This design comes from an exercise in tuning for small area and a short achievable clock period on the open sky130 flow, not from production work.
In this exercise RTL edits were held to simulation tests only and were not proved equivalent to the original.
Power is estimated from default activity; no workload was simulated.

==> config.mk <==
export PLATFORM = sky130hd
export DESIGN_NAME = ALU
export DESIGN_NICKNAME = ALU
export VERILOG_FILES = /design/flow/design.v
export SDC_FILE = /design/flow/constraint.sdc
export NUM_CORES = 4
export LEC_CHECK = 0
export CAP_MARGIN = 20
export CORE_MARGIN = 2
export CORE_UTILIZATION = 55
export SLEW_MARGIN = 20
==> flow/abc_area.script <==
strash
&get -n
&dch -f
&nf -R 1000
&put
topo
==> flow/abc_speed.script <==
strash
balance
map
topo
==> standard.sh <==
#!/bin/bash
# synth_recipe.tcl (not shown) runs the flow's synth.tcl, then flattens the netlist and writes it again
# the make line also repeats each setting of config.mk as NAME=value (left out here)
make -C /OpenROAD-flow-scripts/flow DESIGN_CONFIG=/design/flow/config.mk WORK_HOME=/design/flow/orfs CLKGATE_MAP_FILE= SYNTH_SCRIPT=/design/flow/synth_recipe.tcl "${@:-finish}"
==> flow/prep.py <==
# Edit a copy of ORFS's synth.tcl:
#  - keep the modules named in KEEP_MODULES as modules through synthesis
#    (synth_recipe.tcl flattens the design afterwards as usual);
#  - ABC maps those modules with abc_speed_mod.script (delay-oriented) and
#    the rest of the design with abc_area_mod.script (area-oriented).
import sys
p = sys.argv[1]
s = open(p).read()
old1 = "  synth -flatten -run :fine {*}$synth_full_args\n"
new1 = ("  foreach m $::env(KEEP_MODULES) { setattr -mod -set keep_hierarchy 1 $m }\n"
        + old1)
old2 = "  log_cmd abc {*}$abc_args\n"
new2 = """  set speed_args [lreplace $abc_args 1 1 $::env(SCRIPTS_DIR)/abc_speed_mod.script]
  set area_args [lreplace $abc_args 1 1 $::env(SCRIPTS_DIR)/abc_area_mod.script]
  log_cmd abc {*}$speed_args {*}$::env(KEEP_MODULES)
  log_cmd abc {*}$area_args $::env(DESIGN_NAME)
"""
for o, n in ((old1, new1), (old2, new2)):
    assert s.count(o) == 1, o
    s = s.replace(o, n)
open(p, "w").write(s)
==> constraint.sdc <==
create_clock -name core_clock -period 30.0 [get_ports {clk}]
set_input_delay 6.0000 -clock core_clock [delete_from_list [all_inputs] [get_ports {clk}]]
set_output_delay 6.0000 -clock core_clock [all_outputs]
set_load 0.01 [all_outputs]
==> flow/run.sh <==
#!/bin/bash
# Layout flow: the standard flow (standard.sh) with these changes:
#  - synthesis leaves adders to ABC: no full/half-adder cell extraction
#    (ADDER_MAP_FILE empty) and no Kogge-Stone carry lookahead map
#    (SYNTH_OPERATIONS_ARGS replaces the -extra-map default);
#  - ABC maps the design with an area-oriented script (flow/abc_area.script),
#    except the zero-flag detector (KEEP_MODULES), which stays a module
#    through synthesis and gets a delay-oriented one (flow/abc_speed.script);
#    flow/prep.py edits a copy of synth.tcl for this, and synth_recipe.tcl
#    still flattens the result;
#  - timing repair aims at a setup slack of 22.5 ns, so that it sizes and
#    buffers the critical paths (the constraints themselves are unchanged);
#  - ports are buffered with buf_2 cells rather than the buffer cell that
#    buffer_ports picks by itself.
set -euo pipefail
here=$(pwd)
rm -rf "$here/scripts"
cp -r "$FLOW_HOME/scripts" "$here/scripts"
cp "$here/flow/abc_speed.script" "$here/scripts/abc_speed_mod.script"
cp "$here/flow/abc_area.script" "$here/scripts/abc_area_mod.script"
python3 "$here/flow/prep.py" "$here/scripts/synth.tcl" > "$here/prep.log" 2>&1
export KEEP_MODULES="alu_zdet"
bash standard.sh SCRIPTS_DIR="$here/scripts" \
  ADDER_MAP_FILE= SYNTH_OPERATIONS_ARGS=-nofsm \
  "BUFFER_PORTS_ARGS=-buffer_cell sky130_fd_sc_hd__buf_2" \
  SETUP_SLACK_MARGIN=22.5 finish > "$here/flow_make.log" 2>&1
==> design.v <==
module ALU (
    input clk, en,
    input [7:0] a, b,
    input [3:0] s,
    output reg [15:0] y,
    output reg carry,
    output zero
);
reg [7:0] a_in, b_in;
reg [1:0] qh;    
reg [1:0] rh;    
always @(posedge clk, posedge en) begin
    if (en) begin
        a_in <= 0; b_in <= 0;
    end else begin
        a_in <= a; b_in <= b;
    end
end
wire [1:0] iq2, ir2;
alu_dpre u_dpre (.a(a[7:6]), .b(b), .q(iq2), .r(ir2));
always @(posedge clk) begin
    qh <= iq2;
    rh <= ir2;
end
wire [7:0] quo;
alu_div u_div (.a_in(a_in), .b_in(b_in), .qh(qh), .rh(rh), .quo(quo));
wire [8:0] sum, dif, inc, dec;
alu_arith u_arith (.a_in(a_in), .b_in(b_in), .sum(sum), .dif(dif), .inc(inc), .dec(dec));
wire [15:0] prod;
alu_mul u_mul (.x(a_in), .y(b_in), .p(prod));
wire [15:0] pre_y;
wire pre_c;
alu_omux u_omux (
    .s(s), .a_in(a_in), .b_in(b_in),
    .sum(sum), .dif(dif), .inc(inc), .dec(dec), .prod(prod),
    .out_y(pre_y), .c(pre_c)
);
wire [15:0] out_y;
alu_qmerge u_qm (.s(s), .pre(pre_y[7:0]), .quo(quo), .y(out_y[7:0]));
assign out_y[15:8] = pre_y[15:8];
wire ph = (prod[15:8] != 8'd0);
reg zh;
always @(posedge clk, posedge en) begin
    if (en) begin
        y <= 0; carry <= 0; zh <= 0;
    end else begin
        y <= out_y; carry <= pre_c; zh <= ~((s == 4'd4) & ph) & ~out_y[8];
    end
end
alu_zdet u_zdet (.y(y[7:0]), .v(zh), .zero(zero));
endmodule
module alu_div (
    input [7:0] a_in, b_in,
    input [1:0] qh, rh,
    output [7:0] quo
);
wire [9:0] b3 = {1'b0, b_in, 1'b0} + {2'b00, b_in};
wire [7:0] q;
assign q[7:6] = qh;
wire [2:0] t2  = {rh, a_in[5]};
wire [3:0] df2 = {1'b0, t2} - {1'b0, b_in[2:0]};
assign q[5] = (b_in[7:3] == 5'd0) & ~df2[3];
wire [2:0] r2 = q[5] ? df2[2:0] : t2;
wire [3:0] t3  = {r2, a_in[4]};
wire [4:0] df3 = {1'b0, t3} - {1'b0, b_in[3:0]};
assign q[4] = (b_in[7:4] == 4'd0) & ~df3[4];
wire [3:0] r3 = q[4] ? df3[3:0] : t3;
genvar gi;
generate for (gi = 4; gi < 8; gi = gi + 2) begin : dstep
    localparam W = gi + 2;
    wire [gi-1:0] r;
    wire [W-1:0] t = {r, a_in[7-gi], a_in[6-gi]};
    wire [W:0] d1 = {1'b0, t} - {1'b0, b_in[W-1:0]};
    wire [W-1:0] d2 = {1'b0, t[W-1:1]} - {1'b0, b_in[W-2:0]};
    wire [W:0] d3 = {1'b0, t} - {1'b0, b3[W-1:0]};
    wire hz1, hz2, hz3;
    if (W == 8) begin : last
        assign hz1 = 1'b1;
        assign hz2 = ~b_in[7];
    end else begin : nl
        assign hz1 = (b_in[7:W] == 0);
        assign hz2 = (b_in[7:W-1] == 0);
    end
    assign hz3 = (b3[9:W] == 0);
    wire c1 = hz1 & ~d1[W];
    wire c2 = hz2 & ~d2[W-1];
    wire c3 = hz3 & ~d3[W];
    assign q[7-gi] = c2;
    assign q[6-gi] = c2 ? c3 : c1;
    wire [W-1:0] rn = c3 ? d3[W-1:0] : c2 ? {d2[W-2:0], t[0]} : c1 ? d1[W-1:0] : t;
    if (gi == 4) begin : first
        assign r = r3;
    end else begin : nf
        assign r = dstep[gi-2].rn[gi-1:0];
    end
end endgenerate
assign quo = (b_in == 8'd0) ? 8'd0 : q;
endmodule
module alu_arith (
    input [7:0] a_in, b_in,
    output [8:0] sum, dif, inc, dec
);
wire [8:0] ca, cs, ci, cd;    
assign ca[0] = 1'b0;
assign cs[0] = 1'b1;
assign ci[0] = 1'b1;
assign cd[0] = 1'b0;
genvar j;
generate for (j = 0; j < 8; j = j + 1) begin : rc
    wire x = a_in[j] ^ b_in[j];
    assign sum[j]  = x ^ ca[j];
    assign ca[j+1] = (a_in[j] & b_in[j]) | (ca[j] & x);
    assign dif[j]  = ~x ^ cs[j];
    assign cs[j+1] = (a_in[j] & ~b_in[j]) | (cs[j] & ~x);
    assign inc[j]  = a_in[j] ^ ci[j];
    assign ci[j+1] = a_in[j] & ci[j];
    assign dec[j]  = ~(a_in[j] ^ cd[j]);
    assign cd[j+1] = a_in[j] | cd[j];
end endgenerate
assign sum[8] = ca[8];
assign dif[8] = ~cs[8];
assign inc[8] = ci[8];
assign dec[8] = ~cd[8];
endmodule
module alu_dpre (
    input [7:6] a,
    input [7:0] b,
    output [1:0] q,
    output [1:0] r
);
wire ib_hz = (b[7:2] == 6'd0);
assign q = !ib_hz          ? 2'd0 :
           (b[1:0] == 2'd0) ? 2'd3 :          
           (b[1:0] == 2'd1) ? a[7:6] :
           (b[1:0] == 2'd2) ? {1'b0, a[7]} : {1'b0, &a[7:6]};
assign r = !ib_hz          ? a[7:6] :
           (b[1:0] == 2'd0) ? a[7:6] :
           (b[1:0] == 2'd1) ? 2'd0 :
           (b[1:0] == 2'd2) ? {1'b0, a[6]} : ((&a[7:6]) ? 2'd0 : a[7:6]);
endmodule
module alu_zdet (
    input [7:0] y,
    input v,
    output zero
);
assign zero = v & (y == 8'd0);
endmodule
module alu_qmerge (
    input [3:0] s,
    input [7:0] pre, quo,
    output [7:0] y
);
wire s5 = (s == 4'd5);
assign y = pre | (quo & {8{s5}});
endmodule
module alu_mul (input [7:0] x, input [7:0] y, output [15:0] p);
wire pp_0_0 = x[0] & y[0];
wire pp_0_1 = x[1] & y[0];
wire pp_0_2 = x[2] & y[0];
wire pp_0_3 = x[3] & y[0];
wire pp_0_4 = x[4] & y[0];
wire pp_0_5 = x[5] & y[0];
wire pp_0_6 = x[6] & y[0];
wire pp_0_7 = x[7] & y[0];
wire pp_1_0 = x[0] & y[1];
wire pp_1_1 = x[1] & y[1];
wire pp_1_2 = x[2] & y[1];
wire pp_1_3 = x[3] & y[1];
wire pp_1_4 = x[4] & y[1];
wire pp_1_5 = x[5] & y[1];
wire pp_1_6 = x[6] & y[1];
wire pp_1_7 = x[7] & y[1];
wire pp_2_0 = x[0] & y[2];
wire pp_2_1 = x[1] & y[2];
wire pp_2_2 = x[2] & y[2];
wire pp_2_3 = x[3] & y[2];
wire pp_2_4 = x[4] & y[2];
wire pp_2_5 = x[5] & y[2];
wire pp_2_6 = x[6] & y[2];
wire pp_2_7 = x[7] & y[2];
wire pp_3_0 = x[0] & y[3];
wire pp_3_1 = x[1] & y[3];
wire pp_3_2 = x[2] & y[3];
wire pp_3_3 = x[3] & y[3];
wire pp_3_4 = x[4] & y[3];
wire pp_3_5 = x[5] & y[3];
wire pp_3_6 = x[6] & y[3];
wire pp_3_7 = x[7] & y[3];
wire pp_4_0 = x[0] & y[4];
wire pp_4_1 = x[1] & y[4];
wire pp_4_2 = x[2] & y[4];
wire pp_4_3 = x[3] & y[4];
wire pp_4_4 = x[4] & y[4];
wire pp_4_5 = x[5] & y[4];
wire pp_4_6 = x[6] & y[4];
wire pp_4_7 = x[7] & y[4];
wire pp_5_0 = x[0] & y[5];
wire pp_5_1 = x[1] & y[5];
wire pp_5_2 = x[2] & y[5];
wire pp_5_3 = x[3] & y[5];
wire pp_5_4 = x[4] & y[5];
wire pp_5_5 = x[5] & y[5];
wire pp_5_6 = x[6] & y[5];
wire pp_5_7 = x[7] & y[5];
wire pp_6_0 = x[0] & y[6];
wire pp_6_1 = x[1] & y[6];
wire pp_6_2 = x[2] & y[6];
wire pp_6_3 = x[3] & y[6];
wire pp_6_4 = x[4] & y[6];
wire pp_6_5 = x[5] & y[6];
wire pp_6_6 = x[6] & y[6];
wire pp_6_7 = x[7] & y[6];
wire pp_7_0 = x[0] & y[7];
wire pp_7_1 = x[1] & y[7];
wire pp_7_2 = x[2] & y[7];
wire pp_7_3 = x[3] & y[7];
wire pp_7_4 = x[4] & y[7];
wire pp_7_5 = x[5] & y[7];
wire pp_7_6 = x[6] & y[7];
wire pp_7_7 = x[7] & y[7];
wire w1, w2;
assign w1 = pp_0_6 ^ pp_1_5;
assign w2 = pp_0_6 & pp_1_5;
wire w3, w4;
assign w3 = pp_0_7 ^ pp_1_6 ^ pp_2_5;
assign w4 = (pp_0_7 & pp_1_6) | (pp_2_5 & (pp_0_7 ^ pp_1_6));
wire w5, w6;
assign w5 = pp_3_4 ^ pp_4_3;
assign w6 = pp_3_4 & pp_4_3;
wire w7, w8;
assign w7 = pp_1_7 ^ pp_2_6 ^ pp_3_5;
assign w8 = (pp_1_7 & pp_2_6) | (pp_3_5 & (pp_1_7 ^ pp_2_6));
wire w9, w10;
assign w9 = pp_4_4 ^ pp_5_3;
assign w10 = pp_4_4 & pp_5_3;
wire w11, w12;
assign w11 = pp_2_7 ^ pp_3_6 ^ pp_4_5;
assign w12 = (pp_2_7 & pp_3_6) | (pp_4_5 & (pp_2_7 ^ pp_3_6));
wire w13, w14;
assign w13 = pp_0_4 ^ pp_1_3;
assign w14 = pp_0_4 & pp_1_3;
wire w15, w16;
assign w15 = pp_0_5 ^ pp_1_4 ^ pp_2_3;
assign w16 = (pp_0_5 & pp_1_4) | (pp_2_3 & (pp_0_5 ^ pp_1_4));
wire w17, w18;
assign w17 = pp_3_2 ^ pp_4_1;
assign w18 = pp_3_2 & pp_4_1;
wire w19, w20;
assign w19 = pp_2_4 ^ pp_3_3 ^ pp_4_2;
assign w20 = (pp_2_4 & pp_3_3) | (pp_4_2 & (pp_2_4 ^ pp_3_3));
wire w21, w22;
assign w21 = pp_5_1 ^ pp_6_0 ^ w1;
assign w22 = (pp_5_1 & pp_6_0) | (w1 & (pp_5_1 ^ pp_6_0));
wire w23, w24;
assign w23 = pp_5_2 ^ pp_6_1 ^ pp_7_0;
assign w24 = (pp_5_2 & pp_6_1) | (pp_7_0 & (pp_5_2 ^ pp_6_1));
wire w25, w26;
assign w25 = w3 ^ w5 ^ w2;
assign w26 = (w3 & w5) | (w2 & (w3 ^ w5));
wire w27, w28;
assign w27 = pp_6_2 ^ pp_7_1 ^ w7;
assign w28 = (pp_6_2 & pp_7_1) | (w7 & (pp_6_2 ^ pp_7_1));
wire w29, w30;
assign w29 = w9 ^ w4 ^ w6;
assign w30 = (w9 & w4) | (w6 & (w9 ^ w4));
wire w31, w32;
assign w31 = pp_5_4 ^ pp_6_3 ^ pp_7_2;
assign w32 = (pp_5_4 & pp_6_3) | (pp_7_2 & (pp_5_4 ^ pp_6_3));
wire w33, w34;
assign w33 = w11 ^ w8 ^ w10;
assign w34 = (w11 & w8) | (w10 & (w11 ^ w8));
wire w35, w36;
assign w35 = pp_3_7 ^ pp_4_6 ^ pp_5_5;
assign w36 = (pp_3_7 & pp_4_6) | (pp_5_5 & (pp_3_7 ^ pp_4_6));
wire w37, w38;
assign w37 = pp_6_4 ^ pp_7_3 ^ w12;
assign w38 = (pp_6_4 & pp_7_3) | (w12 & (pp_6_4 ^ pp_7_3));
wire w39, w40;
assign w39 = pp_4_7 ^ pp_5_6 ^ pp_6_5;
assign w40 = (pp_4_7 & pp_5_6) | (pp_6_5 & (pp_4_7 ^ pp_5_6));
wire w41, w42;
assign w41 = pp_0_3 ^ pp_1_2;
assign w42 = pp_0_3 & pp_1_2;
wire w43, w44;
assign w43 = pp_2_2 ^ pp_3_1 ^ pp_4_0;
assign w44 = (pp_2_2 & pp_3_1) | (pp_4_0 & (pp_2_2 ^ pp_3_1));
wire w45, w46;
assign w45 = pp_5_0 ^ w15 ^ w17;
assign w46 = (pp_5_0 & w15) | (w17 & (pp_5_0 ^ w15));
wire w47, w48;
assign w47 = w19 ^ w21 ^ w16;
assign w48 = (w19 & w21) | (w16 & (w19 ^ w21));
wire w49, w50;
assign w49 = w23 ^ w25 ^ w20;
assign w50 = (w23 & w25) | (w20 & (w23 ^ w25));
wire w51, w52;
assign w51 = w27 ^ w29 ^ w24;
assign w52 = (w27 & w29) | (w24 & (w27 ^ w29));
wire w53, w54;
assign w53 = w31 ^ w33 ^ w28;
assign w54 = (w31 & w33) | (w28 & (w31 ^ w33));
wire w55, w56;
assign w55 = w35 ^ w37 ^ w32;
assign w56 = (w35 & w37) | (w32 & (w35 ^ w37));
wire w57, w58;
assign w57 = pp_7_4 ^ w39 ^ w36;
assign w58 = (pp_7_4 & w39) | (w36 & (pp_7_4 ^ w39));
wire w59, w60;
assign w59 = pp_5_7 ^ pp_6_6 ^ pp_7_5;
assign w60 = (pp_5_7 & pp_6_6) | (pp_7_5 & (pp_5_7 ^ pp_6_6));
wire w61, w62;
assign w61 = pp_0_2 ^ pp_1_1;
assign w62 = pp_0_2 & pp_1_1;
wire w63, w64;
assign w63 = pp_2_1 ^ pp_3_0 ^ w41;
assign w64 = (pp_2_1 & pp_3_0) | (w41 & (pp_2_1 ^ pp_3_0));
wire w65, w66;
assign w65 = w13 ^ w43 ^ w42;
assign w66 = (w13 & w43) | (w42 & (w13 ^ w43));
wire w67, w68;
assign w67 = w14 ^ w45 ^ w44;
assign w68 = (w14 & w45) | (w44 & (w14 ^ w45));
wire w69, w70;
assign w69 = w18 ^ w47 ^ w46;
assign w70 = (w18 & w47) | (w46 & (w18 ^ w47));
wire w71, w72;
assign w71 = w22 ^ w49 ^ w48;
assign w72 = (w22 & w49) | (w48 & (w22 ^ w49));
wire w73, w74;
assign w73 = w26 ^ w51 ^ w50;
assign w74 = (w26 & w51) | (w50 & (w26 ^ w51));
wire w75, w76;
assign w75 = w30 ^ w53 ^ w52;
assign w76 = (w30 & w53) | (w52 & (w30 ^ w53));
wire w77, w78;
assign w77 = w34 ^ w55 ^ w54;
assign w78 = (w34 & w55) | (w54 & (w34 ^ w55));
wire w79, w80;
assign w79 = w38 ^ w57 ^ w56;
assign w80 = (w38 & w57) | (w56 & (w38 ^ w57));
wire w81, w82;
assign w81 = w40 ^ w59 ^ w58;
assign w82 = (w40 & w59) | (w58 & (w40 ^ w59));
wire w83, w84;
assign w83 = pp_6_7 ^ pp_7_6 ^ w60;
assign w84 = (pp_6_7 & pp_7_6) | (w60 & (pp_6_7 ^ pp_7_6));
wire [15:0] ra = {1'b0, pp_7_7, w83, w81, w79, w77, w75, w73, w71, w69, w67, w65, w63, pp_2_0, pp_0_1, pp_0_0};
wire [15:0] rb = {1'b0, w84, w82, w80, w78, w76, w74, w72, w70, w68, w66, w64, w62, w61, pp_1_0, 1'b0};
assign p = ra + rb;
endmodule
module alu_omux (
    input [3:0] s,
    input [7:0] a_in, b_in,
    input [8:0] sum, dif, inc, dec,
    input [15:0] prod,
    output [15:0] out_y,
    output c
);
wire g_ar = (s[3:2] == 2'd0);                  
wire s4   = (s == 4'd4);
wire s12  = (s == 4'd12);
wire s13  = (s == 4'd13);
wire s14  = (s == 4'd14);
wire s15  = (s == 4'd15);
wire [3:0] tt = (s == 4'd6)  ? 4'b1000 :
                (s == 4'd7)  ? 4'b1110 :
                (s == 4'd8)  ? 4'b0110 :
                (s == 4'd9)  ? 4'b0111 :
                (s == 4'd10) ? 4'b0001 :
                (s == 4'd11) ? 4'b1001 : 4'b0000;
wire [8:0] ar = s[1] ? (s[0] ? dec : inc) : (s[0] ? dif : sum);
wire [8:0] arg = g_ar ? ar : 9'd0;
wire [7:0] lut;
wire [7:0] shl = (s12 | s15) ? {a_in[6:0], s15 & a_in[7]} : 8'd0;
wire [7:0] shr = (s13 | s14) ? {s14 & a_in[0], a_in[7:1]} : 8'd0;
genvar j;
generate for (j = 0; j < 8; j = j + 1) begin : lbit
    assign lut[j] = tt[{a_in[j], b_in[j]}];
end endgenerate
wire [15:0] md = s4 ? prod : 16'd0;
assign out_y = {md[15:9], md[8] | arg[8], md[7:0] | arg[7:0] | lut | shl | shr};
assign c = arg[8] | (s12 & a_in[7]) | (s13 & a_in[0]);
endmodule
==> results.sh, run 1 <==
export IMPL_worstPathMaxFanout=28
export IMPL_synthDistinctLibCells=49
export IMPL_cp_common_cell="o21ai_0"
export IMPL_crit_buf_inv=1
export IMPL_num_io_pins=40
export IMPL_hold_ws_ns=0.6550
export IMPL_slew_headroom_pct=38.96
export IMPL_post_place_ws_ns=21.92
export IMPL_cts_tree="built"
export IMPL_holdCritPathClass="reg -> reg"
export IMPL_die_h_microns=100.3
export IMPL_worstPathArrival_ns=7.54
export IMPL_syn_nets=731
export IMPL_n_fill_cell=861
export IMPL_first_iter_violations=345
export IMPL_cts_buffers=5
export IMPL_slew_violations=0
export IMPL_p_leak_nw=2.123
export IMPL_yosys_register_bits=38
export IMPL_num_vias=5499
export IMPL_gr_total_overflow=0
export IMPL_final_setup_worst_slack_ns=22.62
export IMPL_fmax_mhz=135.4
export IMPL_drive_above_1_share_pct=8.724
export IMPL_hpwl_microns=11170
export IMPL_wl_microns=15130
export IMPL_crit_path_top_delay_cell="clkbuf_4"
export IMPL_multiInputGateArea_sq_um=4116
export IMPL_htreeDepth=2
export IMPL_tightest_slew_ns=0.9073
export IMPL_fp_coreArea_sq_um=9109
export IMPL_setup_viol=0
export IMPL_rsz0062_at_grt="yes"
export IMPL_grt_max_degree=35
export IMPL_antenna_left=0
export IMPL_cts_sinks=38
export IMPL_synthFlopType="dfrtp_1"
export IMPL_antenna_found_initial=0
export IMPL_ir_drop_uv=21.08
export IMPL_final_nets=789
export IMPL_post_route_drc_count=0
export IMPL_cp_slowest_stage_delay_ns=0.26
export IMPL_area_growth_pct=11.28
export IMPL_path_delay_family="simple AND/OR/NAND/NOR gates"
export IMPL_diodes=0
export IMPL_fp_row_count=35
export IMPL_crit_path_start_kind="input pin"
export IMPL_clockBufferDepth=2
export IMPL_fin_setup_tns_ns=0
export IMPL_postCtsSetupBuffers=0
export IMPL_async_reset_ff_share_pct=89.47
export IMPL_worstSetupEndpointType="flip-flop"
export IMPL_critPathRequiredTime_ns=30.15
export IMPL_regArea_sq_um=932.1
export IMPL_dieArea_sq_um=10060
export IMPL_start_util_pct=56.02
export IMPL_gp_congestion=0.9443
export IMPL_dr_pass1_iters=6
export IMPL_yosysWarningCount=1
export IMPL_synth_edf_count=0
export IMPL_ys_seq_area_share_pct=18.24
export IMPL_cts_clk_slew_worst_paths_ns=0.08
export IMPL_avgRoutedWirePerCell_microns=17.22
export IMPL_finish_utilization_pct=62.34
export IMPL_viasPerCell=6.256
export IMPL_io_buffers=39
export IMPL_grt_use_total_pct=30.82
export IMPL_syn_area_per_cell_sq_um=7.197
export IMPL_die_w_microns=100.3
export IMPL_grt_pass1_wl_microns=24940
export IMPL_fin_crit_ns=7.384
export IMPL_min_period_over_period_pct=24.61
export IMPL_criticalPathCategory="in -> reg"
export IMPL_fin_skew_ns=0.009725
export IMPL_drv_cap=0
export IMPL_p_per_area_nw_per_um2=43.16
export IMPL_clock_latency_ns=0.30
export IMPL_hold_viol_final=0
export IMPL_cts_root_buf="clkbuf_8"
export IMPL_syn_area_sq_um=5102
export IMPL_synthCells=709
export IMPL_crit_path_cell_trace="clkbuf_4 > nor2_4 > or2_1 > nor3_1 > a41oi_1 > o21ai_0 > a221oi_1 > and3_1 > o21ai_0"
export IMPL_grt_pass1_vias=5119
export IMPL_status="finished clean"
## placed cells by master, fill, tap and decap left out, types with 11 or more instances in the layout
cell      instances
xnor2_1          89
xor2_1           52
nor3_1           13
nor2b_1          11
nand3_1          14
buf_4            12
nand2_1          96
maj3_1           42
dfrtp_1          33
a22oi_1          12
buf_2            37
clkinv_1         29
nor2_1           91
o21ai_0          61
a21oi_1          34
## power breakdown
group	internal, mW	switching (mW)
sequential	0.0554	0.00448
combinational	0.0615	0.0855
clock	0.0186	0.0195
total	0.136	0.110
## flip-flops by register name, summed over array words and instances, names as in the netlist
register and count:
a_in 8, b_in 8, carry 1, qh 2, rh 2, y 16
zh 1
## routing by layer
metal,GRT usage (%),wire length [microns],share of wire [%],up-vias
li1,-,-,-,2641
met1,41.22,6819,45,2622
met2,51.99,7160,47,207
met3,3.900,837,5.5,29
met4,9.168,315,2.1,0
met5,0,0,0,-
## stage by stage
step / power [mW] / std cells / instance area (sq um)
after floorplan: 0.1743 / 709 / 5102
after global placement: 0.2016 / 871 / 5527
after detailed placement: 0.2052 / 871 / 5527
after CTS: 0.2440 / 879 / 5637
after global routing: 0.2634 / 879 / 5678
final: 0.2450 / 879 / 5678
## final timing paths
kind | startpoint | to | slack, ns | depth (start not counted)
min | qh[1] | y[7] | 0.66 | 3
min reg2reg | qh[1] | y[7] | 0.66 | 3
max reg2reg | b_in[1] | y[0] | 23.18 | 32
max | s[0] | y[7] | 22.62 | 9
min in group asynchronous | en | a_in[4] | 5.78 | 3
max in group asynchronous | en | a_in[5] | 23.88 | 3
## Yosys stat by module (local to each module, per instance)
module / flops+latches / cells inside / copies in the design
alu_zdet: 0 / 7 / 1
ALU: 38 / 702 / 1
## Yosys cell counts, types with 2 or more instances
cell | instances | area, sq um
nand2_1 | 97 | 364.1
nor2_1 | 92 | 345.3
xnor2_1 | 89 | 779.5
o21ai_0 | 62 | 310.3
xor2_1 | 53 | 464.2
maj3_1 | 42 | 420.4
a21oi_1 | 36 | 180.2
dfrtp_1 | 34 | 850.8
clkinv_1 | 29 | 108.9
nand3_1 | 14 | 70.07
nor3_1 | 13 | 65.06
a22oi_1 | 12 | 90.09
nor2b_1 | 11 | 68.82
and2_0 | 10 | 62.56
nand4_1 | 10 | 62.56
a31oi_1 | 9 | 56.30
nand2b_1 | 6 | 37.54
o22ai_1 | 6 | 37.54
a211oi_1 | 5 | 37.54
a21boi_0 | 5 | 37.54
a22o_1 | 5 | 43.79
o211ai_1 | 5 | 37.54
o22a_1 | 5 | 43.79
a21o_1 | 4 | 30.03
a221oi_1 | 4 | 35.03
dfxtp_1 | 4 | 80.08
mux2i_1 | 4 | 40.04
o31ai_1 | 4 | 30.03
a211o_1 | 3 | 26.28
a222oi_1 | 3 | 30.03
nor3b_1 | 3 | 22.52
nor4_1 | 3 | 18.77
o21a_1 | 3 | 22.52
or2_0 | 3 | 18.77
a41oi_1 | 2 | 17.52
and3_1 | 2 | 12.51
nand3b_1 | 2 | 15.01
o2111ai_1 | 2 | 17.52
o21bai_1 | 2 | 15.01
o311ai_0 | 2 | 17.52
## final cells by class
cell class | count | share of cell area (%)
clock buffers | 7 | 1.520
flip-flops and latches | 38 | 16.42
repair buffers | 51 | 5.112
clock inverters | 1 | 0.08814
multi-input cells | 642 | 72.50
well taps | 111 | 2.446
inverters | 29 | 1.917
## repair_timing
action / in CTS / in global routing
pin swaps: 0 / 1
gates resized for setup: 4 / 13
hold buffers: 0 / 0
endpoints found under the setup margin: 7 / 9
## tightest hold or removal path, stage by stage (launching register included)
cell	delay [ns]
dfxtp_1	0.33
nand2_1	0.07
and3_1	0.15
o21ai_0	0.07
## cells by family after synthesis
group | after synthesis | share of synthesized area [%]
compound gates | 185 | 22.98
simple gates | 269 | 23.25
flops | 38 | 18.24
mux | 4 | 0.7847
xor+xnor | 142 | 24.37
fa+ha+maj | 42 | 8.239
buf+inv | 29 | 2.133
==> run 2, diff against run 1 <==
--- a/flow/run.sh
+++ b/flow/run.sh
@@ -12,2 +12,4 @@
 #    buffers the critical paths (the constraints themselves are unchanged);
+#  - clock tree synthesis runs with ORFS's own arguments plus
+#    -dont_use_dummy_load (no extra load cells on the clock tree);
 #  - ports are buffered with buf_2 cells rather than the buffer cell that
@@ -25,2 +27,3 @@
   "BUFFER_PORTS_ARGS=-buffer_cell sky130_fd_sc_hd__buf_2" \
+  "CTS_ARGS=-sink_clustering_enable -repair_clock_nets -dont_use_dummy_load" \
   SETUP_SLACK_MARGIN=22.5 finish > "$here/flow_make.log" 2>&1
==> run 2 against run 1 <==
Against the previous run:
- register-to-register slack hardly changed
- worst hold slack worse by 0.0085 ns
- cell count is 0.34% lower
- largest power group unchanged
- highest routed layer unchanged
==> results.sh, run 2 <==
export IMPL_status="finished clean"
export IMPL_ys_seq_area_share_pct=18.24
export IMPL_yosys_area_top_type="dfrtp_1"
export IMPL_synth_edf_count=0
export IMPL_fin_setup_tns_ns=0
export IMPL_diodes=0
export IMPL_cts_tree="built"
export IMPL_die_h_microns=100.3
export IMPL_p_per_area_nw_per_um2=42.52
export IMPL_num_vias=5501
export IMPL_area_growth_pct=10.84
export IMPL_syn_area_sq_um=5102
export IMPL_post_route_drc_count=0
export IMPL_synth_common_cells="nand2_1, nor2_1, xnor2_1"
export IMPL_final_common_cell="nand2_1"
export IMPL_synthFlopType="dfrtp_1"
export IMPL_largest_register_ff_count=16
export IMPL_fin_skew_ns=0.005038
export IMPL_drive_above_1_share_pct=8.497
export IMPL_cts_clk_slew_worst_paths_ns=0.08
export IMPL_grt_pass1_vias=5108
export IMPL_worstPathMaxFanout=28
export IMPL_n_fill_cell=860
export IMPL_async_reset_ff_share_pct=89.47
export IMPL_antenna_left=0
export IMPL_rsz0062_at_grt="yes"
export IMPL_dr_pass1_iters=5
export IMPL_clockBufferDepth=2
export IMPL_crit_buf_inv=1
export IMPL_crit_path_top_delay_cell="o21ba_2"
export IMPL_synthCells=709
export IMPL_antenna_found_initial=0
export IMPL_yosysTopAreaCellShare_pct=16.67
export IMPL_synthDistinctLibCells=49
export IMPL_grt_max_degree=35
export IMPL_final_cell_mix="nand2_1, nor2_1, xnor2_1"
export IMPL_top_register="y"
export IMPL_start_util_pct=56.02
export IMPL_viasPerCell=6.280
export IMPL_power_uw=240.5
export IMPL_fp_row_count=35
export IMPL_tightest_slew_ns=0.9947
export IMPL_cts_hold_buf=0
export IMPL_gp_congestion=0.9443
export IMPL_dieArea_sq_um=10060
export IMPL_fmax_mhz=135.4
export IMPL_critPathRequiredTime_ns=30.16
export IMPL_min_period_over_period_pct=24.62
export IMPL_setup_viol=0
export IMPL_hpwl_microns=11170
export IMPL_cts_buffers=5
export IMPL_criticalPathCategory="in -> reg"
export IMPL_syn_area_per_cell_sq_um=7.197
export IMPL_avgRoutedWirePerCell_microns=17.33
export IMPL_clock_latency_ns=0.29
export IMPL_final_setup_worst_slack_ns=22.61
export IMPL_ir_drop_uv=22.09
export IMPL_cts_sinks=38
export IMPL_worstPathArrival_ns=7.54
export IMPL_drv_cap=0
export IMPL_grt_use_total_pct=30.86
export IMPL_die_w_microns=100.3
export IMPL_grt_pass1_wl_microns=24920
export IMPL_crit_path_start_kind="input pin"
export IMPL_final_nets=789
export IMPL_fp_coreArea_sq_um=9109
export IMPL_io_buffers=39
export IMPL_yosys_register_bits=38
export IMPL_syn_nets=731
export IMPL_slew_headroom_pct=33.08
export IMPL_first_iter_violations=351
export IMPL_synth_area_leaders="dfrtp_1, xnor2_1, xor2_1"
export IMPL_holdCritPathClass="reg -> reg"
export IMPL_wl_microns=15180
export IMPL_post_place_ws_ns=21.92
export IMPL_hold_viol_final=0
export IMPL_path_delay_family="compound AO/OA/AOI/OAI gates"
export IMPL_cp_slowest_stage_delay_ns=0.30
export IMPL_slew_violations=0
export IMPL_p_leak_nw=2.110
export IMPL_yosysWarningCount=1
export IMPL_num_io_pins=40
export IMPL_worstSetupEndpointType="flip-flop"
export IMPL_top_regs="y (16), a_in (8), b_in (8)"
export IMPL_gr_total_overflow=0
export IMPL_yosysMostFrequentCell="nand2_1"
export IMPL_fin_crit_ns=7.386
export IMPL_htreeDepth=2
export IMPL_crit_path_cell_trace="clkbuf_4 > nor2b_1 > o21ba_2 > a22oi_1 > o211ai_1 > a2111oi_1 > o31ai_1"
export IMPL_cts_root_buf="clkbuf_8"
## run 2: stage by stage
| step | instance area, sq um | util, % | hold slack, ns | instances |
|---|---|---|---|---|
| 3_5_place_dp | 5527 | 60.67 | 0.6118 | 871 |
| 6_report | 5655 | 62.09 | 0.6465 | 876 |
| 2_1_floorplan | 5102 | - | 0.5239 | 709 |
| 3_3_place_gp | 5527 | 60.67 | 0.6164 | 871 |
| 5_1_grt | 5655 | 62.09 | 0.6782 | 876 |
| 4_1_cts | 5614 | 61.63 | 0.6320 | 876 |
## run 2: power breakdown
group / leakage (nW) / internal (mW) / total [mW] / switching [mW]
clock: 0.0359 / 0.0150 / 0.0334 / 0.0184
sequential: 0.450 / 0.0554 / 0.0599 / 0.00454
combinational: 1.62 / 0.0615 / 0.147 / 0.0856
## run 2: path summary, 6_finish.rpt
path,cells past startpoint,slack (ns),startpoint,endpoint
hold reg to reg,3,0.65,qh[1],y[7]
min in group asynchronous,3,5.78,en,a_in[4]
max in group asynchronous,3,23.86,en,a_in[5]
setup / recovery,7,22.61,s[0],y[5]
hold / removal,3,0.65,qh[1],y[7]
setup reg to reg,33,23.17,a_in[5],y[0]
## run 2: repair_timing
item | in CTS | in global routing
setup buffers | 0 | 0
endpoints found under the setup margin | 7 | 9
pin swaps | 0 | 1
resized for setup | 4 | 13
## run 2: per-layer routing
layer / up-vias / GRT usage [%] / wire, microns
li1: 2640 / - / -
met1: 2620 / 40.96 / 6809
met2: 222 / 52.71 / 7198
met3: 19 / 3.969 / 975
met4: 0 / 8.535 / 193
met5: - / 0 / 0
## run 2: kinds of logic (layout without fill, tap and decap cells)
logic type	count (synthesis)	count (layout)	synth area share [%]
mux	4	4	0.7847
flops	38	38	18.24
xor+xnor	142	142	24.37
fa+ha+maj	42	42	8.239
compound gates	185	185	22.98
buf+inv	29	85	2.133
simple gates	269	269	23.25
## run 2: cell type report
cell class / count / area [sq um] / share of cell area, %
Tap cell: 111 / 138.9 / 2.456
Inverter: 29 / 108.9 / 1.925
Clock buffer: 5 / 68.82 / 1.217
Multi-Input combinational cell: 642 / 4116 / 72.79
Timing Repair Buffer: 51 / 290.3 / 5.133
Sequential cell: 38 / 932.1 / 16.48
## run 2: worst reg2reg max path: cells and delay by family (launching register included)
kind	cells	cell delay [ns]
adders and majority gates	3	1.01
DFF	1	0.62
and+or+nand+nor	15	2.11
xor gates and xnor gates	4	1.17
AOI/OAI and AO/OA	11	1.82
## run 2: per-module statistics from Yosys, one instance, submodules excluded
module / area (sq um) / copies in the design / cells / flops+latches
alu_zdet: 31.28 / 1 / 7 / 0
ALU: 5071 / 1 / 702 / 38
==> run 3, diff against run 2 <==
--- a/config.mk
+++ b/config.mk
@@ -10,2 +10,3 @@
 export CORE_UTILIZATION = 55
+export PLACE_DENSITY = 0.75
 export SLEW_MARGIN = 20
==> run 3 against run 2 <==
Against the previous run:
- clock-buffer cell count is the same
- largest cell class unchanged
- first-iteration DRC count grew 34%
- clock power shrank 3%
- combinational power is essentially flat
- largest power group unchanged
- critical endpoint unchanged
- synthesized area is the same
- still clean on timing, DRC and antenna
==> results.sh, run 3 <==
export IMPL_io_buffers=39
export IMPL_power_internal_uw=132.1
export IMPL_top_regs="y (16), a_in (8), b_in (8)"
export IMPL_cts_hold_buf=0
export IMPL_p_per_area_nw_per_um2=42.50
export IMPL_synthCells=709
export IMPL_p_sw_share_pct=45.24
export IMPL_final_area_sq_um=5677
export IMPL_slew_headroom_pct=28.88
export IMPL_cts_root_buf="clkbuf_8"
export IMPL_grt_use_total_pct=32.62
export IMPL_grt_pass1_vias=5362
export IMPL_worstSetupEndpointType="flip-flop"
export IMPL_rsz0062_at_grt="yes"
export IMPL_die_h_microns=100.3
export IMPL_place_area_sq_um=5534
export IMPL_yosys_area_top_type="dfrtp_1"
export IMPL_die_w_microns=100.3
export IMPL_highest_layer="met4"
export IMPL_antenna_found_initial=0
export IMPL_fin_skew_ns=0.01071
export IMPL_fp_row_count=35
export IMPL_start_util_pct=56.02
export IMPL_drv_cap=0
export IMPL_num_vias=5473
export IMPL_crit_path_cell_trace="buf_4 > nor2b_1 > nand2_1 > a31oi_2 > nand2_1 > o211ai_1 > a2111oi_0 > o31ai_1"
export IMPL_clock_latency_ns=0.29
export IMPL_ir_drop_uv=24.43
export IMPL_worstPathMaxFanout=28
export IMPL_antenna_left=0
export IMPL_num_io_pins=40
export IMPL_viasPerCell=6.241
export IMPL_syn_area_sq_um=5102
export IMPL_worstPathArrival_ns=7.62
export IMPL_top_register="y"
export IMPL_p_leak_nw=2.117
export IMPL_holdCritPathClass="reg -> reg"
export IMPL_crit_path_top_delay_cell="a31oi_2"
export IMPL_status="finished clean"
export IMPL_min_period_over_period_pct=24.79
export IMPL_yosys_register_bits=38
export IMPL_postCtsSetupBuffers=0
export IMPL_pwr_share_clk_pct=13.4
export IMPL_final_common_cell="nand2_1"
export IMPL_yosysWarningCount=1
export IMPL_hold_viol_final=0
export IMPL_cp_common_cell="nand2_1"
export IMPL_yosysTopAreaCellShare_pct=16.67
export IMPL_cts_clk_slew_worst_paths_ns=0.07
export IMPL_fmax_mhz=134.5
export IMPL_grt_max_degree=35
export IMPL_fin_crit_ns=7.436
export IMPL_cts_sinks=38
export IMPL_setup_viol=0
export IMPL_ys_seq_area_share_pct=18.24
export IMPL_synthDistinctLibCells=49
export IMPL_dr_wl_met3_microns=993
export IMPL_gr_total_overflow=0
export IMPL_cp_slowest_stage_delay_ns=0.48
export IMPL_slew_violations=0
export IMPL_grt_pass1_wl_microns=26280
export IMPL_async_reset_ff_share_pct=89.47
export IMPL_power_switching_uw=109.1
export IMPL_gp_congestion=0.9183
export IMPL_critPathRequiredTime_ns=30.19
export IMPL_clockBufferDepth=2
export IMPL_tightest_slew_ns=1.057
export IMPL_avgRoutedWirePerCell_microns=18.21
export IMPL_synth_common_cells="nand2_1, nor2_1, xnor2_1"
export IMPL_final_cell_mix="nand2_1, nor2_1, xnor2_1"
export IMPL_fin_setup_tns_ns=0
export IMPL_wl_microns=15970
export IMPL_synth_edf_count=0
export IMPL_syn_nets=731
export IMPL_final_nets=790
export IMPL_diodes=0
export IMPL_p_comb_share_pct=61.9
export IMPL_hpwl_microns=11890
export IMPL_yosysMostFrequentCell="nand2_1"
export IMPL_route_met2_wl_microns=7451
export IMPL_synthFlopType="dfrtp_1"
export IMPL_drive_above_1_share_pct=8.747
export IMPL_dr_pass1_iters=7
export IMPL_cts_tree="built"
export IMPL_wl_met1_microns=6957
export IMPL_dieArea_sq_um=10060
export IMPL_synth_area_leaders="dfrtp_1, xnor2_1, xor2_1"
export IMPL_post_route_drc_count=0
export IMPL_crit_buf_inv=1
export IMPL_fp_coreArea_sq_um=9109
export IMPL_criticalPathCategory="in -> reg"
export IMPL_path_delay_family="compound AO/OA/AOI/OAI gates"
export IMPL_cts_buffers=5
export IMPL_area_growth_pct=11.26
export IMPL_crit_path_start_kind="input pin"
export IMPL_seq_power_share_pct=24.7
export IMPL_first_iter_violations=471
export IMPL_largest_register_ff_count=16
export IMPL_htreeDepth=2
export IMPL_syn_area_per_cell_sq_um=7.197
[run 3: through the flow]
stage / worst slack (ns) / cells / hold slack, ns / power [mW] / util [%]
after detailed placement: 21.92 / 872 / 0.6117 / 0.2068 / 60.76
after global placement: 22.00 / 872 / 0.6224 / 0.2023 / 60.76
final: 22.56 / 877 / 0.6102 / 0.2413 / 62.32
after global routing: 22.42 / 877 / 0.6516 / 0.2584 / 62.32
after floorplan: 22.70 / 709 / 0.5239 / 0.1743 / -
after CTS: 22.52 / 877 / 0.6118 / 0.2392 / 61.95
[run 3: layout make-up]
cell class                 count  area, sq um
multi-input combinational    642         4130
tap                          111        138.9
sequential                    38        932.1
fill                         861         3432
timing repair buffer          52        297.8
inverter                      29        108.9
clock buffer                   5        68.82
[run 3: what timing repair did]
item	in CTS	in global routing
setup endpoints to repair	8	7
gates cloned	0	0
resized for setup	8	9
[run 3: tightest hold or removal path: cells and delay by family (launching register included)]
kind / cells / cell delay [ns]
AO/OA/AOI/OAI: 1 / 0.07
AND/OR/NAND/NOR: 2 / 0.19
flip-flops: 1 / 0.32
[run 3: power groups by stage]
stage	Combinational [mW]	Sequential (mW)	Clock (mW)
after floorplan	0.110	0.0642	0
after global placement	0.142	0.0603	0
after detailed placement	0.146	0.0605	0
after CTS	0.147	0.0594	0.0324
after global routing	0.164	0.0600	0.0339
final	0.149	0.0595	0.0323
[run 3: logic make-up after synthesis]
| group | count (synthesis) | synth area share [%] |
|---|---|---|
| simple gates | 269 | 23.25 |
| compound gates | 185 | 22.98 |
| xor+xnor | 142 | 24.37 |
| fa+ha+maj | 42 | 8.239 |
| flops | 38 | 18.24 |
| buf+inv | 29 | 2.133 |
| mux | 4 | 0.7847 |
[run 3: routing by layer]
metal  vias up  track usage, %
met5         -               0
met4         0           12.75
li1       2629               -
met2       238           53.69
met1      2566           43.94
met3        40           3.412
[run 3: worst paths after layout]
kind                            startpoint       to  slack (ns)  cells past startpoint
min in group asynchronous               en  a_in[3]        5.78                      3
worst min register to register       qh[1]     y[7]        0.61                      3
worst max-delay path                  s[0]     y[5]       22.56                      8
max in group asynchronous               en  a_in[5]       23.88                      3
worst max register to register     b_in[1]     y[0]       23.08                     34
worst min-delay path                 qh[1]     y[7]        0.61                      3
[run 3: per-module statistics from Yosys, one instance, submodules excluded]
module / cells / flops+latches / times used / cell area [sq um]
ALU: 702 / 38 / 1 / 5071
alu_zdet: 7 / 0 / 1 / 31.28
==> run 4, diff against run 3 <==
--- a/flow/run.sh
+++ b/flow/run.sh
@@ -10,3 +10,3 @@
 #    still flattens the result;
-#  - timing repair aims at a setup slack of 22.5 ns, so that it sizes and
+#  - timing repair aims at a setup slack of 22.75 ns, so that it sizes and
 #    buffers the critical paths (the constraints themselves are unchanged);
@@ -28,2 +28,2 @@
   "CTS_ARGS=-sink_clustering_enable -repair_clock_nets -dont_use_dummy_load" \
-  SETUP_SLACK_MARGIN=22.5 finish > "$here/flow_make.log" 2>&1
+  SETUP_SLACK_MARGIN=22.75 finish > "$here/flow_make.log" 2>&1
--- a/config.mk
+++ b/config.mk
@@ -10,3 +10,2 @@
 export CORE_UTILIZATION = 55
-export PLACE_DENSITY = 0.75
 export SLEW_MARGIN = 20
==> run 4 against run 3 <==
Against the previous run:
- still clean
- clock power about the same
- wire length shrank 8.2%
- non-clock buffer count is 8 higher
- cell area rose by 3.3%
- core utilization is 2.1 points higher
- critical path depth is 1 higher
- via count decreased by 1.4%
- global-route usage shrank 2.7 points
- sequential power grew 0.8%
- die area is the same
- power fell by 0.28%
- largest cell class unchanged
- largest power group unchanged
==> results.sh, run 4 <==
export IMPL_status="finished clean"
export IMPL_place_area_sq_um=5533
export IMPL_antenna_found_initial=0
export IMPL_fp_row_count=35
export IMPL_drive_above_1_share_pct=11.37
export IMPL_fin_skew_ns=0.01083
export IMPL_cts_buffers=5
export IMPL_regArea_sq_um=932.1
export IMPL_wl_microns=14670
export IMPL_cts_clk_slew_worst_paths_ns=0.08
export IMPL_dr_pass1_iters=6
export IMPL_cts_tree="built"
export IMPL_worstPathArrival_ns=7.31
export IMPL_yosysMostFrequentCell="nand2_1"
export IMPL_grt_use_total_pct=29.93
export IMPL_post_place_ws_ns=21.92
export IMPL_syn_area_sq_um=5102
export IMPL_antenna_left=0
export IMPL_first_iter_violations=383
export IMPL_holdCritPathClass="reg -> reg"
export IMPL_cts_sinks=38
export IMPL_n_fill_cell=849
export IMPL_p_leak_nw=2.199
export IMPL_cts_root_buf="clkbuf_8"
export IMPL_final_cell_mix="nand2_1, nor2_1, xnor2_1"
export IMPL_grt_max_degree=35
export IMPL_crit_path_start_kind="input pin"
export IMPL_die_h_microns=100.3
export IMPL_synthCells=709
export IMPL_area_growth_pct=14.93
export IMPL_ys_seq_area_share_pct=18.24
export IMPL_yosys_register_bits=38
export IMPL_top_register="y"
export IMPL_post_route_drc_count=0
export IMPL_multiInputGateArea_sq_um=4227
export IMPL_fin_crit_ns=7.159
export IMPL_viasPerCell=6.097
export IMPL_hold_viol_final=0
export IMPL_synth_area_leaders="dfrtp_1, xnor2_1, xor2_1"
export IMPL_grt_pass1_vias=4944
export IMPL_gr_total_overflow=0
export IMPL_clockBufferDepth=2
export IMPL_cts_hold_buf=0
export IMPL_hpwl_microns=10810
export IMPL_hold_ws_ns=0.6628
export IMPL_start_util_pct=56.02
export IMPL_slew_headroom_pct=45.54
export IMPL_drv_cap=0
export IMPL_diodes=0
export IMPL_dieArea_sq_um=10060
export IMPL_yosys_area_top_type="dfrtp_1"
export IMPL_critPathRequiredTime_ns=30.16
export IMPL_fin_setup_tns_ns=0
export IMPL_synth_common_cells="nand2_1, nor2_1, xnor2_1"
export IMPL_criticalPathCategory="in -> reg"
export IMPL_min_period_over_period_pct=23.86
export IMPL_worstPathMaxFanout=8
export IMPL_rsz0062_at_grt="yes"
export IMPL_die_w_microns=100.3
export IMPL_num_vias=5396
export IMPL_num_io_pins=40
export IMPL_ir_drop_uv=21.90
export IMPL_setup_viol=0
export IMPL_tightest_slew_ns=0.8169
export IMPL_synthFlopType="dfrtp_1"
export IMPL_yosysWarningCount=1
export IMPL_p_per_area_nw_per_um2=41.02
export IMPL_worstSetupEndpointType="flip-flop"
export IMPL_async_reset_ff_share_pct=89.47
export IMPL_final_setup_worst_slack_ns=22.84
export IMPL_gp_congestion=0.9037
export IMPL_htreeDepth=2
export IMPL_synthDistinctLibCells=49
export IMPL_fmax_mhz=139.7
export IMPL_clock_latency_ns=0.29
export IMPL_final_nets=798
export IMPL_yosysTopAreaCellShare_pct=16.67
export IMPL_final_common_cell="nand2_1"
export IMPL_synth_edf_count=0
export IMPL_fp_coreArea_sq_um=9109
export IMPL_io_buffers=39
export IMPL_final_area_sq_um=5864
export IMPL_syn_area_per_cell_sq_um=7.197
export IMPL_grt_pass1_wl_microns=24390
export IMPL_largest_register_ff_count=16
export IMPL_avgRoutedWirePerCell_microns=16.58
export IMPL_syn_nets=731
export IMPL_top_regs="y (16), a_in (8), b_in (8)"
export IMPL_slew_violations=0
## run 4: cell families (layout without fill, tap and decap cells)
family / Yosys count / in the layout / synth area share (%)
compound gates: 185 / 185 / 22.98
buf+inv: 29 / 94 / 2.133
flops: 38 / 38 / 18.24
simple gates: 269 / 269 / 23.25
mux: 4 / 4 / 0.7847
xor+xnor: 142 / 142 / 24.37
fa+ha+maj: 42 / 42 / 8.239
## run 4: repair_timing
item | in CTS | in global routing
gates resized for setup | 17 | 28
buffers inserted | 1 | 8
pin swaps | 1 | 4
setup endpoints to repair | 9 | 9
## run 4: final cells by class
class                           instances  area share (%)
Multi-Input combinational cell        642           72.07
Sequential cell                        38           15.90
Timing Repair Buffer                   60           6.635
Tap cell                              111           2.368
Inverter                               29           1.856
Clock buffer                            5           1.173
## run 4: path summary, 6_finish.rpt
| kind | start | end | slack, ns | cells past startpoint |
|---|---|---|---|---|
| worst max-delay path | s[2] | y[7] | 22.84 | 9 |
| min in group asynchronous | en | b_in[7] | 5.78 | 3 |
| max in group asynchronous | en | y[0] | 23.89 | 3 |
| worst max register to register | b_in[1] | y[0] | 23.34 | 33 |
| worst min register to register | qh[1] | y[7] | 0.66 | 3 |
| worst min-delay path | qh[1] | y[7] | 0.66 | 3 |
## run 4: Yosys stat by module, one instance, submodules excluded
module    cells  flops+latches  area (sq um)  times used
alu_zdet      7              0         31.28           1
ALU         702             38          5071           1
## run 4: critical path, cell delays in order
cell and delay [ns]:
clkbuf_4 0.17, nand2b_4 0.18, or2_4 0.13, nor3_1 0.05, a41oi_1 0.20, o21ai_1 0.09, a221oi_1 0.24, and3_1 0.19
o21ai_0 0.07
## run 4: routing by layer
layer  track usage [%]  up-vias  share of wire (%)
met1             41.41     2523                 46
met5                 0        -                  0
met4             5.796        0                1.3
met3             3.482       20                6.1
li1                  -     2658                  -
met2             50.54      195                 46
## run 4: per-stage QoR
step	power [mW]	std cells	utilization, %
6_report	0.2406	885	64.38
5_1_grt	0.2604	885	64.38
4_1_cts	0.2379	877	62.38
3_5_place_dp	0.2040	871	60.74
3_3_place_gp	0.2019	871	60.74
2_1_floorplan	0.1743	709	-
## run 4: power by group
part	switching (mW)	internal (mW)
combinational	0.0847	0.0636
clock	0.0172	0.0150
sequential	0.00463	0.0554
==> run 5, diff against run 4 <==
--- a/flow/run.sh
+++ b/flow/run.sh
@@ -10,3 +10,3 @@
 #    still flattens the result;
-#  - timing repair aims at a setup slack of 22.75 ns, so that it sizes and
+#  - timing repair aims at a setup slack of 22.65 ns, so that it sizes and
 #    buffers the critical paths (the constraints themselves are unchanged);
@@ -28,2 +28,2 @@
   "CTS_ARGS=-sink_clustering_enable -repair_clock_nets -dont_use_dummy_load" \
-  SETUP_SLACK_MARGIN=22.75 finish > "$here/flow_make.log" 2>&1
+  SETUP_SLACK_MARGIN=22.65 finish > "$here/flow_make.log" 2>&1
==> run 5 against run 4 <==
Against the previous run:
- still clean
- clock skew shrank 0.0024 ns
- sequential cell count is the same
- synthesized cell count is the same
- power is essentially flat
- worst setup slack lost 0.10 ns
- sequential share of layout area grew 0.46 points
- synthesized area is the same
- wire length grew 3.7%
- non-clock buffer count shrank 5
- largest cell class unchanged
==> results.sh, run 5 <==
export IMPL_status="finished clean"
export IMPL_dp_cells=871
export IMPL_clock_latency_ns=0.29
export IMPL_p_comb_share_pct=61.3
export IMPL_fmax_mhz=137.7
export IMPL_yosysWarningCount=1
export IMPL_fin_crit_ns=7.260
export IMPL_clockBufferDepth=2
export IMPL_cts_clk_slew_worst_paths_ns=0.08
export IMPL_rsz0062_at_grt="yes"
export IMPL_die_w_microns=100.3
export IMPL_multiInputGateArea_sq_um=4124
export IMPL_first_iter_violations=383
export IMPL_post_route_drc_count=0
export IMPL_fp_row_count=35
export IMPL_final_cell_mix="nand2_1, nor2_1, xnor2_1"
export IMPL_crit_path_top_delay_cell="a221oi_1"
export IMPL_final_common_cell="nand2_1"
export IMPL_dr_pass1_iters=6
export IMPL_worstSetupEndpointType="flip-flop"
export IMPL_num_vias=5482
export IMPL_async_reset_ff_share_pct=89.47
export IMPL_synthCells=709
export IMPL_fin_cells=880
export IMPL_wl_microns=15210
export IMPL_antenna_left=0
export IMPL_worstPathMaxFanout=28
export IMPL_num_io_pins=40
export IMPL_yosysTopAreaCellShare_pct=16.67
export IMPL_grt_max_degree=35
export IMPL_seq_power_share_pct=24.9
export IMPL_dieArea_sq_um=10060
export IMPL_hold_ws_ns=0.6451
export IMPL_cts_hold_buf=0
export IMPL_pwr_share_clk_pct=13.8
export IMPL_die_h_microns=100.3
export IMPL_antenna_found_initial=0
export IMPL_criticalPathCategory="in -> reg"
export IMPL_cts_tree="built"
export IMPL_cp_common_cell="o21ai_0"
export IMPL_syn_area_per_cell_sq_um=7.197
export IMPL_synth_area_leaders="dfrtp_1, xnor2_1, xor2_1"
export IMPL_synthFlopType="dfrtp_1"
export IMPL_drive_above_1_share_pct=9.363
export IMPL_p_sw_share_pct=45.01
export IMPL_hold_viol_final=0
export IMPL_crit_path_start_kind="input pin"
export IMPL_grt_pass1_vias=5095
export IMPL_power_switching_uw=108.4
export IMPL_crit_path_cell_trace="buf_6 > nor2_4 > or2_1 > nor3_1 > a41oi_1 > o21ai_0 > a221oi_1 > and3_1 > o21ai_0"
export IMPL_place_area_sq_um=5527
export IMPL_synth_edf_count=0
export IMPL_top_register="y"
export IMPL_ys_seq_area_share_pct=18.24
export IMPL_cts_root_buf="clkbuf_8"
export IMPL_htreeDepth=2
export IMPL_yosys_area_top_type="dfrtp_1"
export IMPL_cts_sinks=38
export IMPL_fin_skew_ns=0.008462
export IMPL_cts_buffers=5
export IMPL_grt_pass1_wl_microns=24910
export IMPL_regArea_sq_um=932.1
export IMPL_syn_nets=731
export IMPL_cp_slowest_stage_delay_ns=0.22
export IMPL_synthDistinctLibCells=49
export IMPL_slew_violations=0
export IMPL_drv_cap=0
export IMPL_largest_register_ff_count=16
export IMPL_p_per_area_nw_per_um2=42.24
export IMPL_min_period_over_period_pct=24.20
export IMPL_worstPathArrival_ns=7.43
export IMPL_gp_congestion=0.9443
export IMPL_top_regs="y (16), a_in (8), b_in (8)"
export IMPL_grt_use_total_pct=30.86
export IMPL_io_buffers=39
export IMPL_yosys_register_bits=38
export IMPL_hpwl_microns=11170
export IMPL_diodes=0
export IMPL_critPathRequiredTime_ns=30.17
export IMPL_tightest_slew_ns=0.8955
export IMPL_path_delay_family="simple AND/OR/NAND/NOR gates"
export IMPL_power_uw=240.8
export IMPL_slew_headroom_pct=39.75
export IMPL_avgRoutedWirePerCell_microns=17.28
export IMPL_ir_drop_uv=22.07
export IMPL_holdCritPathClass="reg -> reg"
export IMPL_crit_buf_inv=1
export IMPL_yosysMostFrequentCell="nand2_1"
export IMPL_viasPerCell=6.230
export IMPL_setup_viol=0
export IMPL_p_leak_nw=2.132
export IMPL_area_growth_pct=11.72
export IMPL_n_fill_cell=865
export IMPL_fp_coreArea_sq_um=9109
export IMPL_gr_total_overflow=0
export IMPL_fin_setup_tns_ns=0
export IMPL_power_internal_uw=132.4
export IMPL_synth_common_cells="nand2_1, nor2_1, xnor2_1"
export IMPL_start_util_pct=56.02
export IMPL_syn_area_sq_um=5102
export IMPL_final_area_sq_um=5700
export IMPL_final_nets=793
[run 5: cell counts after synthesis]
No cell type changed its count.
[run 5: power groups by stage]
stage               Sequential (mW)  Combinational [mW]  Clock (mW)
floorplan                    0.0642               0.110           0
global placement             0.0609               0.141           0
detailed placement           0.0609               0.144           0
CTS                          0.0599               0.146      0.0338
global route                 0.0606               0.163      0.0356
finish                       0.0599               0.148      0.0333
[run 5: path summary, 6_finish.rpt]
kind / start / end / slack (ns) / cells after the start
max in group asynchronous: en / a_in[5] / 23.87 / 3
min: qh[1] / y[7] / 0.65 / 3
max reg2reg: a_in[5] / y[0] / 23.19 / 33
min reg2reg: qh[1] / y[7] / 0.65 / 3
min in group asynchronous: en / a_in[4] / 5.78 / 3
max: s[0] / y[7] / 22.74 / 9
[run 5: kinds of logic (layout without fill, tap and decap cells)]
| group | count (synthesis) | in the layout | synth area share [%] |
|---|---|---|---|
| simple gates | 269 | 269 | 23.25 |
| compound gates | 185 | 185 | 22.98 |
| buf+inv | 29 | 89 | 2.133 |
| flops | 38 | 38 | 18.24 |
| xor+xnor | 142 | 142 | 24.37 |
| mux | 4 | 4 | 0.7847 |
| fa+ha+maj | 42 | 42 | 8.239 |
[run 5: through the flow]
stage	util, %	setup slack, ns
after detailed placement	60.67	21.92
after global routing	62.58	22.62
after floorplan	-	22.70
after CTS	61.95	22.63
final	62.58	22.74
after global placement	60.67	21.97
[run 5: modules after synthesis, one instance, submodules excluded]
module / times used / flip-flops and latches
alu_zdet: 1 / 0
ALU: 1 / 38
[run 5: final cells by class]
type	instances	area share, %
inverter	29	1.910
sequential	38	16.35
multi-input combinational	642	72.34
timing repair buffer	55	5.751
clock buffer	5	1.207
tap	111	2.436
[run 5: timing repair]
item | in CTS | in global routing
buffers inserted | 0 | 4
setup endpoints to repair | 9 | 7
gates resized for setup | 10 | 12
pin swaps | 0 | 2
[run 5: tightest hold or removal path, cell delays in order, from the launching register on]
cell and delay, ns:
dfxtp_1 0.32, nand2_1 0.07, and3_1 0.15, o21ai_0 0.08
[run 5: layer usage]
metal,global-route usage [%],vias up,part of all wire (%)
met5,0,-,0
met4,8.008,0,1.3
met3,3.969,26,6.8
met2,52.87,215,48
met1,41.05,2588,44
li1,-,2653,-
==> run 6, diff against run 5 <==
==> flow/abc_area.script (replaced) <==
strash
dch
amap
topo
==> run 6 against run 5 <==
Against the previous run:
- via count up 20%
- clock-buffer cell count unchanged
- highest routed layer unchanged
- critical endpoint is now y[3]
- power down 15%
==> results.sh, run 6 <==
export IMPL_status="finished clean"
export IMPL_area_growth_pct=17.29
export IMPL_final_setup_worst_slack_ns=22.68
export IMPL_dieArea_sq_um=9309
export IMPL_yosysWarningCount=1
export IMPL_yosys_area_top_type="dfrtp_1"
export IMPL_start_util_pct=56.97
export IMPL_worstPathMaxFanout=6
export IMPL_post_place_ws_ns=21.87
export IMPL_gp_congestion=1.000
export IMPL_clockBufferDepth=2
export IMPL_fp_coreArea_sq_um=8258
export IMPL_p_leak_nw=2.117
export IMPL_ys_seq_area_share_pct=19.79
export IMPL_wl_microns=18070
export IMPL_p_per_area_nw_per_um2=37.18
export IMPL_cts_sinks=38
export IMPL_grt_use_total_pct=38.24
export IMPL_crit_path_start_kind="input pin"
export IMPL_fin_skew_ns=0.01841
export IMPL_slew_headroom_pct=44.46
export IMPL_final_cell_mix="nor2_1, nand2_1, o21ai_0"
export IMPL_top_regs="y (16), a_in (8), b_in (8)"
export IMPL_finish_utilization_pct=66.82
export IMPL_tightest_slew_ns=0.8280
export IMPL_synthDistinctLibCells=40
export IMPL_syn_area_sq_um=4705
export IMPL_yosys_register_bits=38
export IMPL_fin_crit_ns=7.322
export IMPL_clock_latency_ns=0.30
export IMPL_grt_pass1_wl_microns=27520
export IMPL_yosysTopAreaCellShare_pct=18.09
export IMPL_slew_violations=0
export IMPL_cts_clk_slew_worst_paths_ns=0.07
export IMPL_worstSetupEndpointType="flip-flop"
export IMPL_hpwl_microns=12890
export IMPL_synth_common_cells="nor2_1, nand2_1, o21ai_0"
export IMPL_fin_setup_tns_ns=0
export IMPL_ir_drop_uv=28.80
export IMPL_die_w_microns=96.49
export IMPL_post_route_drc_count=0
export IMPL_num_vias=6574
export IMPL_gr_total_overflow=0
export IMPL_criticalPathCategory="in -> reg"
export IMPL_cts_tree="built"
export IMPL_drv_cap=0
export IMPL_cts_hold_buf=0
export IMPL_cts_root_buf="clkbuf_8"
export IMPL_drive_above_1_share_pct=13.34
export IMPL_holdCritPathClass="reg -> reg"
export IMPL_die_h_microns=96.49
export IMPL_synth_edf_count=0
export IMPL_worstPathArrival_ns=7.51
export IMPL_syn_area_per_cell_sq_um=5.888
export IMPL_diodes=0
export IMPL_num_io_pins=40
export IMPL_critPathRequiredTime_ns=30.19
export IMPL_yosysMostFrequentCell="nor2_1"
export IMPL_final_nets=886
export IMPL_syn_nets=821
export IMPL_async_reset_ff_share_pct=89.47
export IMPL_top_register="y"
export IMPL_viasPerCell=6.798
export IMPL_final_common_cell="nor2_1"
export IMPL_rsz0062_at_grt="yes"
export IMPL_largest_register_ff_count=16
export IMPL_hold_viol_final=0
export IMPL_antenna_found_initial=0
export IMPL_grt_pass1_vias=5660
export IMPL_first_iter_violations=924
export IMPL_synthCells=799
export IMPL_min_period_over_period_pct=24.41
export IMPL_fp_row_count=33
export IMPL_dr_pass1_iters=6
export IMPL_fmax_mhz=136.6
export IMPL_setup_viol=0
export IMPL_cts_buffers=5
export IMPL_synthFlopType="dfrtp_1"
export IMPL_htreeDepth=2
export IMPL_io_buffers=39
export IMPL_grt_max_degree=35
export IMPL_avgRoutedWirePerCell_microns=18.69
export IMPL_antenna_left=0
export IMPL_synth_area_leaders="dfrtp_1, nor2_1, o21ai_0"
## run 6: report_power, final
| part | switching (mW) | internal, mW | total (mW) |
|---|---|---|---|
| Combinational | 0.0718 | 0.0386 | 0.110 |
| Clock | 0.0186 | 0.0150 | 0.0336 |
| Sequential | 0.00618 | 0.0550 | 0.0611 |
| Total | 0.0966 | 0.109 | 0.205 |
## run 6: modules after synthesis, one instance, submodules excluded
module	flops+latches	cells
ALU	38	792
alu_zdet	0	7
## run 6: timing repair
| item | in CTS | in global routing |
|---|---|---|
| resized for setup | 29 | 43 |
| cloned | 0 | 1 |
| buffers inserted | 2 | 15 |
| pin swaps | 1 | 9 |
| endpoints found under the setup margin | 9 | 10 |
## run 6: per-stage QoR
step / cell area [sq um] / std cells / hold slack [ns] / power, mW
2_1_floorplan: 4711 / 799 / 0.4261 / 0.1346
3_3_place_gp: 5045 / 944 / 0.5018 / 0.1569
3_5_place_dp: 5045 / 944 / 0.5155 / 0.1602
4_1_cts: 5236 / 951 / 0.5239 / 0.1949
5_1_grt: 5518 / 967 / 0.5578 / 0.2181
6_report: 5518 / 967 / 0.5687 / 0.2052
## run 6: worst paths after layout
check,startpoint,slack [ns],depth (start not counted),to
worst max register to register,b_in[2],22.69,30,y[0]
worst max-delay path,s[3],22.68,9,y[3]
max in group asynchronous,en,23.86,3,b_in[6]
worst min-delay path,qh[1],0.57,2,y[7]
worst min register to register,qh[1],0.57,2,y[7]
min in group asynchronous,en,5.79,3,b_in[0]
## run 6: layer usage
layer,GRT usage (%),share of wire (%),vias up
met1,50.36,38,2856
met4,16.43,5.4,0
met5,0,0,-
li1,-,-,3050
met2,60.42,43,530
met3,8.379,14,138
## run 6: worst max-delay path: stages
cell and delay (ns):
buf_2 0.13, clkinvlp_4 0.13, or2_4 0.30, nor2_4 0.22
clkinv_1 0.19, o32ai_1 0.25, a2111o_1 0.15, a21oi_1 0.05
o31ai_1 0.10
## run 6: kinds of logic (layout without fill, tap and decap cells)
logic type | after synthesis | after routing | share of synthesized area, %
AO/OA/AOI/OAI | 349 | 349 | 45.56
XOR/XNOR | 1 | 1 | 0.1862
buffers and inverters | 69 | 132 | 5.505
flip-flops | 38 | 38 | 19.79
AND/OR/NAND/NOR | 342 | 342 | 28.96
## run 6: layout make-up
| cell class | count | area, sq um |
|---|---|---|
| inverter | 69 | 291.5 |
| multi-input combinational | 692 | 3721 |
| fill | 714 | 2740 |
| clock buffer | 5 | 68.82 |
| sequential | 38 | 935.9 |
| tap | 105 | 131.4 |
| timing repair inverter | 1 | 5.005 |
| timing repair buffer | 57 | 364.1 |

==> what the ideal ports hide <==
Ports are ideal in the flow. The routed layouts listed here were re-timed in OpenROAD. Step 1, drivers: a clkbuf_16 drives clk and a buf_2 each remaining input, both assumed. Step 2 times the ports against the registers' clock, not the clock port: input delays grow and output delays shrink by t, the midpoint of the rising clock arrivals with the driver on. a / b / c = ideal / step 1 / step 2; a / b = the first two.
| run | shift t [ns] | slack for setup (ns) | worst register clock-pin slew, ns | pins driven straight from the clock port |
|---|---|---|---|---|
| run 1 | 0.328 | 22.616 / 22.629 / 22.302 | 0.09 / 0.09 | 1 |
| run 2 | 0.326 | 22.614 / 22.628 / 22.303 | 0.08 / 0.08 | 1 |
| run 3 | 0.315 | 22.564 / 22.571 / 22.256 | 0.08 / 0.08 | 1 |
| run 4 | 0.315 | 22.841 / 22.841 / 22.527 | 0.08 / 0.08 | 1 |
| run 5 | 0.325 | 22.740 / 22.743 / 22.419 | 0.08 / 0.08 | 1 |
| run 6 | 0.327 | 22.678 / 22.686 / 22.359 | 0.09 / 0.09 | 1 |
After both steps every run listed still meets setup and hold. The setup slack of run 5, which loses most, moves by +0.003 ns with the drivers and by -0.321 ns with both steps.
